This is an optimization exercise on Yosys and OpenROAD, whose aim is small area, not a production implementation.
RTL that was checked went through simulation tests only; none was proved equivalent to the original.
Power and IR drop assume default switching activity.

## the baseline
// ssl
module ssl(CLK, DIR1, DIR2, DIR3, DIR4, E1_1, E1_2, E1_3, E1_4,
           E2_1, E2_2, E2_3, E2_4, H1_1, H1_2, H1_3, H1_4,
           H2_1, H2_2, H2_3, H2_4, H3_1, H3_2, H3_3, H3_4,
           reset, Rx,
           An1, An2, An3, An4, Ap1, Ap2, Ap3, Ap4,
           Bn1, Bn2, Bn3, Bn4, Bp1, Bp2, Bp3, Bp4,
           Cn1, Cn2, Cn3, Cn4, Cp1, Cp2, Cp3, Cp4,
           speed1, speed2, speed3, speed4);
==> flow/config.mk <==
export PLATFORM = sky130hd
export DESIGN_NAME = ssl
export DESIGN_NICKNAME = ssl
export VERILOG_FILES = /design/flow/design.v
export SDC_FILE = /design/flow/constraint.sdc
export NUM_CORES = 4
export LEC_CHECK = 0
export CAP_MARGIN = 20
export CORE_MARGIN = 2
export CORE_UTILIZATION = 65
export CTS_CLUSTER_DIAMETER = 100
export CTS_CLUSTER_SIZE = 30
export PLACE_DENSITY = 0.75
export SLEW_MARGIN = 20
==> flow/constraint.sdc <==
create_clock -name core_clock -period 10.0 [get_ports {CLK}]
set_input_delay 2.0000 -clock core_clock [delete_from_list [all_inputs] [get_ports {CLK}]]
set_output_delay 2.0000 -clock core_clock [all_outputs]
set_load 0.01 [all_outputs]
standard.sh (not shown) runs the stock make flow with config.mk's settings and CLKGATE_MAP_FILE= SYNTH_SCRIPT=/design/flow/synth_recipe.tcl, a recipe that flattens the netlist after the stock synthesis.
==> flow/flow/run.sh <==
#!/bin/bash
# Standard layout, with small port buffers and no CTS dummy loads.
set -e
cp standard.sh standard_copy.log
export BUFFER_PORTS_ARGS="-buffer_cell sky130_fd_sc_hd__buf_1"
export CTS_ARGS="-sink_clustering_enable -repair_clock_nets -dont_use_dummy_load -sink_clustering_size 30 -sink_clustering_max_diameter 100"
bash standard.sh > standard.log 2>&1
[inputs] the candidate vs the baseline
diff --git a/flow/design.v b/flow/design.v
--- a/flow/design.v
+++ b/flow/design.v
@@ -49,19 +49,18 @@
   wire shb = pb & podd;                           
   reg [6:0] pre;                      
   reg [6:0] pc;
   wire [6:0] pc_inc;
   rinc #(7) u_pcinc (.a(pc), .ci(1'b1), .s(pc_inc));
   always @(posedge CLK)
     if (!reset || pre == 7'd41) pre <= 7'd0;
     else pre <= {pre[5:0], ~(pre[6] ^ pre[5])};
   wire rise = (pre == 7'd38);
-  wire pc_n127 = ~&pc;
   always @(posedge CLK)
     if (!reset) pc <= 7'd0;
     else if (rise) pc <= pc_inc;
   reg r1, r2;
   always @(posedge CLK) begin r1 <= Rx; r2 <= r1; end
   reg [3:0] rph;                      
   wire [3:0] rph_inc;
   rinc #(4) u_rphinc (.a(rph), .ci(1'b1), .s(rph_inc));
   reg [9:0] rcnt;
@@ -147,22 +146,21 @@
     wire inj = sel3a;                               
     wire [15:0] sum;
     wire co;
     radd16 u_acc (.a(s1), .b(op), .ci(podd & cy), .c3(inj), .s(sum), .co(co));
     always @(posedge CLK) begin
       s1 <= s0;
       s0 <= sum & {16{reset}};
       cy <= co;
     end
-    wire big = (|s1[14:0]) | (|s0[15:7]);
-    wire lgt7;
-    rgt #(7) u_gt (.a(s0[6:0]), .b(pc), .gt(lgt7));
-    wire lgt = ~s1[15] & (big ? pc_n127 : lgt7);
+    wire [6:0] lvl = s1[15] ? 7'd0 : ((|s1[14:0]) | (|s0[15:7])) ? 7'd127 : s0[6:0];
+    wire lgt;
+    rgt #(7) u_gt (.a(lvl), .b(pc), .gt(lgt));
     reg po;
     always @(posedge CLK)
       if (rise || !reset) po <= lgt & reset;
     wire h1 = dir[m] ? h1i[m] : ~h1i[m];
     wire h2 = dir[m] ? h2i[m] : ~h2i[m];
     wire h3 = dir[m] ? h3i[m] : ~h3i[m];
     assign Ap[m] = ~po | ~h1 | h2;
     assign An[m] =  po & ~h1 & h2;
     assign Bp[m] = ~po | ~h2 | h3;
==> comparison <==
In terms of share of final-layout standard cells stronger than drive strength 1, the baseline and the candidate differ only marginally.
Buffering stage count on the worst path with inverters included is higher on the candidate
Between the baseline and the candidate, the flow reports footprint of the multi-input gates decreasing slightly.
Relative to the baseline, share of the cycle needed by the critical path after routing decreased by 0.67 points in the candidate.
| net count of the mapped netlist | the candidate vs the baseline | 13 higher |
Net load switching power: lower on the baseline

---

The RTL this note starts from:
==> flow/design.v <==
module ssl(CLK, DIR1, DIR2, DIR3, DIR4, E1_1, E1_2, E1_3, E1_4,
           E2_1, E2_2, E2_3, E2_4, H1_1, H1_2, H1_3, H1_4,
           H2_1, H2_2, H2_3, H2_4, H3_1, H3_2, H3_3, H3_4,
           reset, Rx,
           An1, An2, An3, An4, Ap1, Ap2, Ap3, Ap4,
           Bn1, Bn2, Bn3, Bn4, Bp1, Bp2, Bp3, Bp4,
           Cn1, Cn2, Cn3, Cn4, Cp1, Cp2, Cp3, Cp4,
           speed1, speed2, speed3, speed4);
  input CLK;
  input DIR1, DIR2, DIR3, DIR4;
  input E1_1, E1_2, E1_3, E1_4;
  input E2_1, E2_2, E2_3, E2_4;
  input H1_1, H1_2, H1_3, H1_4;
  input H2_1, H2_2, H2_3, H2_4;
  input H3_1, H3_2, H3_3, H3_4;
  input reset;
  input Rx;
  output An1, An2, An3, An4, Ap1, Ap2, Ap3, Ap4;
  output Bn1, Bn2, Bn3, Bn4, Bp1, Bp2, Bp3, Bp4;
  output Cn1, Cn2, Cn3, Cn4, Cp1, Cp2, Cp3, Cp4;
  output speed1, speed2, speed3, speed4;
  wire [3:0] dir = {DIR4, DIR3, DIR2, DIR1};
  wire [3:0] qa  = {E1_4, E1_3, E1_2, E1_1};
  wire [3:0] qb  = {E2_4, E2_3, E2_2, E2_1};
  wire [3:0] h1i = {H1_4, H1_3, H1_2, H1_1};
  wire [3:0] h2i = {H2_4, H2_3, H2_2, H2_1};
  wire [3:0] h3i = {H3_4, H3_3, H3_2, H3_1};
  reg [16:0] tk;
  wire [16:0] tk_inc;
  rinc #(17) u_tkinc (.a(tk), .ci(1'b1), .s(tk_inc));
  always @(posedge CLK)
    if (!reset || tk == 17'd74999) tk <= 17'd0;
    else tk <= tk_inc;
  wire tk_hi  = (tk[16:3] == 14'd9374);           
  wire tk_lo  = (tk[16:2] == 15'd0);              
  wire tk_ea  = tk_hi & (tk[2:0] == 3'd4);        
  wire tk_eb  = tk_hi & (tk[2:0] == 3'd5);        
  wire tk_clr = tk_hi & (tk[2:0] == 3'd6);        
  wire pa = tk_hi & (tk[2:1] == 2'd1);            
  wire pb = tk_hi & (tk[2:1] == 2'd2);            
  wire pc_ = tk_hi & (tk[2:1] == 2'd3);           
  wire pd = tk_lo & ~tk[1];                       
  wire podd = tk[0];
  reg [6:0] pre;                      
  reg [6:0] pc;
  wire [6:0] pc_inc;
  rinc #(7) u_pcinc (.a(pc), .ci(1'b1), .s(pc_inc));
  always @(posedge CLK)
    if (!reset || pre == 7'd41) pre <= 7'd0;
    else pre <= {pre[5:0], ~(pre[6] ^ pre[5])};
  wire rise = (pre == 7'd38);
  always @(posedge CLK)
    if (!reset) pc <= 7'd0;
    else if (rise) pc <= pc_inc;
  reg r1, r2;
  always @(posedge CLK) begin r1 <= Rx; r2 <= r1; end
  reg [3:0] rph;                      
  wire [3:0] rph_inc;
  rinc #(4) u_rphinc (.a(rph), .ci(1'b1), .s(rph_inc));
  reg [9:0] rcnt;
  wire [9:0] rcnt_inc = {rcnt[8:0], ~(rcnt[9] ^ rcnt[6])};
  reg [7:0] rbyte;
  wire rend = (rcnt == 10'd358);
  wire rmid = (rcnt == 10'd641);
  always @(posedge CLK) begin
    if (!reset) rph <= 4'd0;
    else case (rph)
      4'd0: if (!r2) rph <= 4'd1;
      4'd1: if (rmid) rph <= r2 ? 4'd0 : 4'd2;
      4'd11: rph <= 4'd0;
      default: if (rend) rph <= rph_inc;
    endcase
    if (rph == 4'd0 || (rph == 4'd1 && rmid) || rend) rcnt <= 10'd0;
    else rcnt <= rcnt_inc;
    if (rend && rph >= 4'd2 && rph <= 4'd9) rbyte <= {r2, rbyte[7:1]};
  end
  wire rdv = (rph == 4'd11);
  reg [1:0] spi;
  always @(posedge CLK)
    if (!reset) spi <= 2'd0;
    else if (rdv) spi <= {spi[1] ^ spi[0], ~spi[0]};
  wire [7:0] spd_in = rbyte & {8{reset}};
  reg [3:0] seg;
  reg [9:0] tq;
  wire [9:0] tq_inc = {tq[8:0], ~(tq[9] ^ tq[6])};
  wire tseg_end = (seg == 4'd0) ? (tq == 10'd1) : (tq == 10'd358);
  reg [3:0] seg_n;
  always @(*)
    case (seg)
      4'd0: seg_n = 4'd1;
      4'd1: seg_n = 4'd8;
      4'd15: seg_n = 4'd2;
      4'd2: seg_n = 4'd0;
      default: seg_n = {1'b1, seg[2:0] + 3'd1};
    endcase
  always @(posedge CLK) begin
    if (!reset || tseg_end) tq <= 10'd0;
    else tq <= tq_inc;
    if (!reset) seg <= 4'd0;
    else if (tseg_end) seg <= seg_n;
  end
  wire tx_load = (seg == 4'd0) && (tq == 10'd0);
  wire [3:0] spd;
  wire [3:0] Ap, An, Bp, Bn, Cp, Cn;
  genvar m;
  generate for (m = 0; m < 4; m = m + 1) begin : mot
    reg [7:0] sp;
    always @(posedge CLK)
      if (!reset || (rdv && spi == m)) sp <= spd_in;
    reg x0;
    reg [7:0] cnt, total, txd;
    wire xe = qa[m] ^ qb[m];
    wire en = xe ^ x0;
    wire [7:0] cnt_inc;
    wire cclr = tk_clr | !reset;
    rinc #(8) u_cinc (.a(cnt & {8{~cclr}}), .ci(en & ~tk_clr), .s(cnt_inc));
    always @(posedge CLK) begin
      x0 <= xe;
      cnt <= cnt_inc;
      if (tk_eb || !reset) total <= {cnt[7:1], cnt[0] & reset};
      if (tx_load) txd <= total;
    end
    assign spd[m] = seg[3] ? txd[seg[2:0]] : (seg != 4'd1);
    wire [7:0] err;
    rsub #(8) u_err (.a(sp), .b(total), .s(err));
    reg [7:0] ex, ey;
    always @(posedge CLK) begin
      ex <= ey;
      ey <= (tk_ea || tk_eb || !reset) ? err : ex;
    end
    reg [15:0] s0, s1;
    reg cy;
    wire use_e1 = pb;
    wire [7:0] v = use_e1 ? ~ey : ex;            
    wire sgn = use_e1 ? ~ex[7] : ey[7];           
    wire act = pa | pb | pc_ | pd;
    wire [15:0] vx = {{8{v[7]}}, v};
    wire [15:0] lo_op = pa ? {vx[14:0], 1'b0} :
                        pc_ ? {vx[10:0], 5'b0} : {vx[12:0], 3'b0};
    wire [15:0] op = !act ? 16'd0 : podd ? {16{sgn}} : lo_op;
    wire inj = !podd & pb;                        
    wire [15:0] sum;
    wire co;
    radd16 u_acc (.a(s1), .b(op), .ci(podd & cy), .c3(inj), .s(sum), .co(co));
    always @(posedge CLK) begin
      s1 <= s0;
      s0 <= sum & {16{reset}};
      cy <= co;
    end
    wire [6:0] lvl = s1[15] ? 7'd0 : ((|s1[14:0]) | (|s0[15:7])) ? 7'd127 : s0[6:0];
    wire lgt;
    rgt #(7) u_gt (.a(lvl), .b(pc), .gt(lgt));
    reg po;
    always @(posedge CLK)
      if (rise || !reset) po <= lgt & reset;
    wire h1 = dir[m] ? h1i[m] : ~h1i[m];
    wire h2 = dir[m] ? h2i[m] : ~h2i[m];
    wire h3 = dir[m] ? h3i[m] : ~h3i[m];
    assign Ap[m] = ~po | ~h1 | h2;
    assign An[m] =  po & ~h1 & h2;
    assign Bp[m] = ~po | ~h2 | h3;
    assign Bn[m] =  po & ~h2 & h3;
    assign Cp[m] = ~po | ~h3 | h1;
    assign Cn[m] =  po & ~h3 & h1;
  end endgenerate
  assign {Ap4, Ap3, Ap2, Ap1} = Ap;
  assign {An4, An3, An2, An1} = An;
  assign {Bp4, Bp3, Bp2, Bp1} = Bp;
  assign {Bn4, Bn3, Bn2, Bn1} = Bn;
  assign {Cp4, Cp3, Cp2, Cp1} = Cp;
  assign {Cn4, Cn3, Cn2, Cn1} = Cn;
  assign {speed4, speed3, speed2, speed1} = spd;
endmodule
module radd16 (input [15:0] a, input [15:0] b, input ci, input c3, output [15:0] s, output co);
  wire [16:0] c;
  assign c[0] = ci;
  genvar i;
  generate for (i = 0; i < 16; i = i + 1) begin : b_
    wire cc = (i == 3) ? (c[i] | c3) : c[i];
    assign s[i] = a[i] ^ b[i] ^ cc;
    assign c[i+1] = (a[i] & b[i]) | (cc & (a[i] ^ b[i]));
  end endgenerate
  assign co = c[16];
endmodule
module rinc #(parameter W = 8) (input [W-1:0] a, input ci, output [W-1:0] s);
  wire [W:0] c;
  assign c[0] = ci;
  genvar i;
  generate for (i = 0; i < W; i = i + 1) begin : b
    assign s[i] = a[i] ^ c[i];
    assign c[i+1] = a[i] & c[i];
  end endgenerate
endmodule
module radd #(parameter W = 8) (input [W-1:0] a, input [W-1:0] b, input ci, input c3, output [W-1:0] s);
  wire [W:0] c;
  assign c[0] = ci;
  genvar i;
  generate for (i = 0; i < W; i = i + 1) begin : b_
    wire cc = (i == 2) ? (c[i] | c3) : c[i];
    assign s[i] = a[i] ^ b[i] ^ cc;
    assign c[i+1] = (a[i] & b[i]) | (cc & (a[i] ^ b[i]));
  end endgenerate
endmodule
module rsub #(parameter W = 8) (input [W-1:0] a, input [W-1:0] b, output [W-1:0] s);
  wire [W:0] c;
  assign c[0] = 1'b1;
  genvar i;
  generate for (i = 0; i < W; i = i + 1) begin : b_
    wire nb = ~b[i];
    assign s[i] = a[i] ^ nb ^ c[i];
    assign c[i+1] = (a[i] & nb) | (c[i] & (a[i] ^ nb));
  end endgenerate
endmodule
module rdec #(parameter W = 8) (input [W-1:0] a, input bi, output [W-1:0] s);
  wire [W:0] c;
  assign c[0] = bi;
  genvar i;
  generate for (i = 0; i < W; i = i + 1) begin : b_
    assign s[i] = a[i] ^ c[i];
    assign c[i+1] = ~a[i] & c[i];
  end endgenerate
endmodule
module radd8 (input [7:0] a, input [7:0] b, output [7:0] s);
  wire [8:0] c;
  assign c[0] = 1'b1;
  genvar i;
  generate for (i = 0; i < 8; i = i + 1) begin : b_
    assign s[i] = a[i] ^ b[i] ^ c[i];
    assign c[i+1] = (a[i] & b[i]) | (c[i] & (a[i] ^ b[i]));
  end endgenerate
endmodule
module rgt #(parameter W = 8) (input [W-1:0] a, input [W-1:0] b, output gt);
  wire [W:0] g;
  assign g[0] = 1'b0;
  genvar i;
  generate for (i = 0; i < W; i = i + 1) begin : b_
    assign g[i+1] = (a[i] & ~b[i]) | (a[i] & g[i]) | (~b[i] & g[i]);
  end endgenerate
  assign gt = g[W];
endmodule
clock: 10.0 ns
lec_check: 0
cap_margin: 20
core_margin: 2
core_utilization: 40
cts_cluster_diameter: 100
cts_cluster_size: 30
place_density: 0.6
slew_margin: 20
run.sh (not shown) runs the stock make flow with config.mk's settings and CLKGATE_MAP_FILE= SYNTH_SCRIPT=/design/flow/synth_recipe.tcl, a recipe that flattens the netlist after the stock synthesis.
Stock flow here: none of the scripts above is used.
Then changed:
--- a/flow/design.v
+++ b/flow/design.v
@@ -40,8 +40,14 @@
   wire pb = tk_hi & (tk[2:1] == 2'd2);            
   wire pc_ = tk_hi & (tk[2:1] == 2'd3);           
   wire pd = tk_lo & ~tk[1];                       
   wire podd = tk[0];
+  wire sel1 = pa & ~podd;                           
+  wire sel3a = pb & ~podd;                          
+  wire sel3b = pd & ~podd;                          
+  wire sel5 = pc_ & ~podd;                          
+  wire sha = (pa | pc_ | pd) & podd;              
+  wire shb = pb & podd;                           
   reg [6:0] pre;                      
   reg [6:0] pc;
   wire [6:0] pc_inc;
   rinc #(7) u_pcinc (.a(pc), .ci(1'b1), .s(pc_inc));
@@ -129,17 +135,16 @@
       ey <= (tk_ea || tk_eb || !reset) ? err : ex;
     end
     reg [15:0] s0, s1;
     reg cy;
-    wire use_e1 = pb;
-    wire [7:0] v = use_e1 ? ~ey : ex;            
-    wire sgn = use_e1 ? ~ex[7] : ey[7];           
-    wire act = pa | pb | pc_ | pd;
-    wire [15:0] vx = {{8{v[7]}}, v};
-    wire [15:0] lo_op = pa ? {vx[14:0], 1'b0} :
-                        pc_ ? {vx[10:0], 5'b0} : {vx[12:0], 3'b0};
-    wire [15:0] op = !act ? 16'd0 : podd ? {16{sgn}} : lo_op;
-    wire inj = !podd & pb;                        
+    wire [15:0] xa = {{8{ex[7]}}, ex};           
+    wire [15:0] xb = {{8{~ey[7]}}, ~ey};         
+    wire [15:0] op = ({16{sel1}} & {xa[14:0], 1'b0}) |
+                     ({16{sel3a}} & {xb[12:0], 3'b0}) |
+                     ({16{sel3b}} & {xa[12:0], 3'b0}) |
+                     ({16{sel5}} & {xa[10:0], 5'b0}) |
+                     {16{(sha & ey[7]) | (shb & ~ex[7])}};
+    wire inj = sel3a;                               
     wire [15:0] sum;
     wire co;
     radd16 u_acc (.a(s1), .b(op), .ci(podd & cy), .c3(inj), .s(sum), .co(co));
     always @(posedge CLK) begin
Result: Total power fell by 1.5%. Sequential power rose by about 3%. Sequential share of layout area rose by 1.8 points. Cell area fell by 3.6%. Maximum frequency rose by 6.6%. Clock-buffer cell count fell by 2. Routed wire length fell by 4.9%. Final cell count fell by 9.0%. Worst hold slack gets better by 4.6 ps. Critical path depth does not change. Die area fell by 2.8%. Core utilization fell by 0.36 points. Global-route usage fell by 0.46 points.
Function not checked in the first run of this note: the RTL went through the layout flow alone.

separate check: timing with driven ports:
Ports are ideal in the flow. The routed layouts listed here were re-timed in OpenROAD.
Step 1: set_driving_cell puts a clkbuf_16 on CLK and a buf_2 on each other input, an assumption about the parent block.
Step 2 times the ports against the registers' clock, not the clock port: input delays grow and output delays shrink by t, the midpoint of the rising clock arrivals with the driver on.
Slacks: ideal / step 1 / step 2; pairs: ideal / step 1.
| run | shift t [ns] | setup slack, ns | worst slew at a driven data input, ns |
|---|---|---|---|
| the baseline | 0.554 | 1.413 / 1.413 / 1.413 | 0.03 |
| the candidate | 0.554 | 1.480 / 1.480 / 1.480 | 0.04 |
| the first run of note 2 | 0.574 | 0.972 / 0.972 / 0.972 | 0.04 |
| the second run of note 2 | 0.564 | 1.527 / 1.527 / 1.527 | 0.04 |
After both steps setup and hold are still met in every run listed.
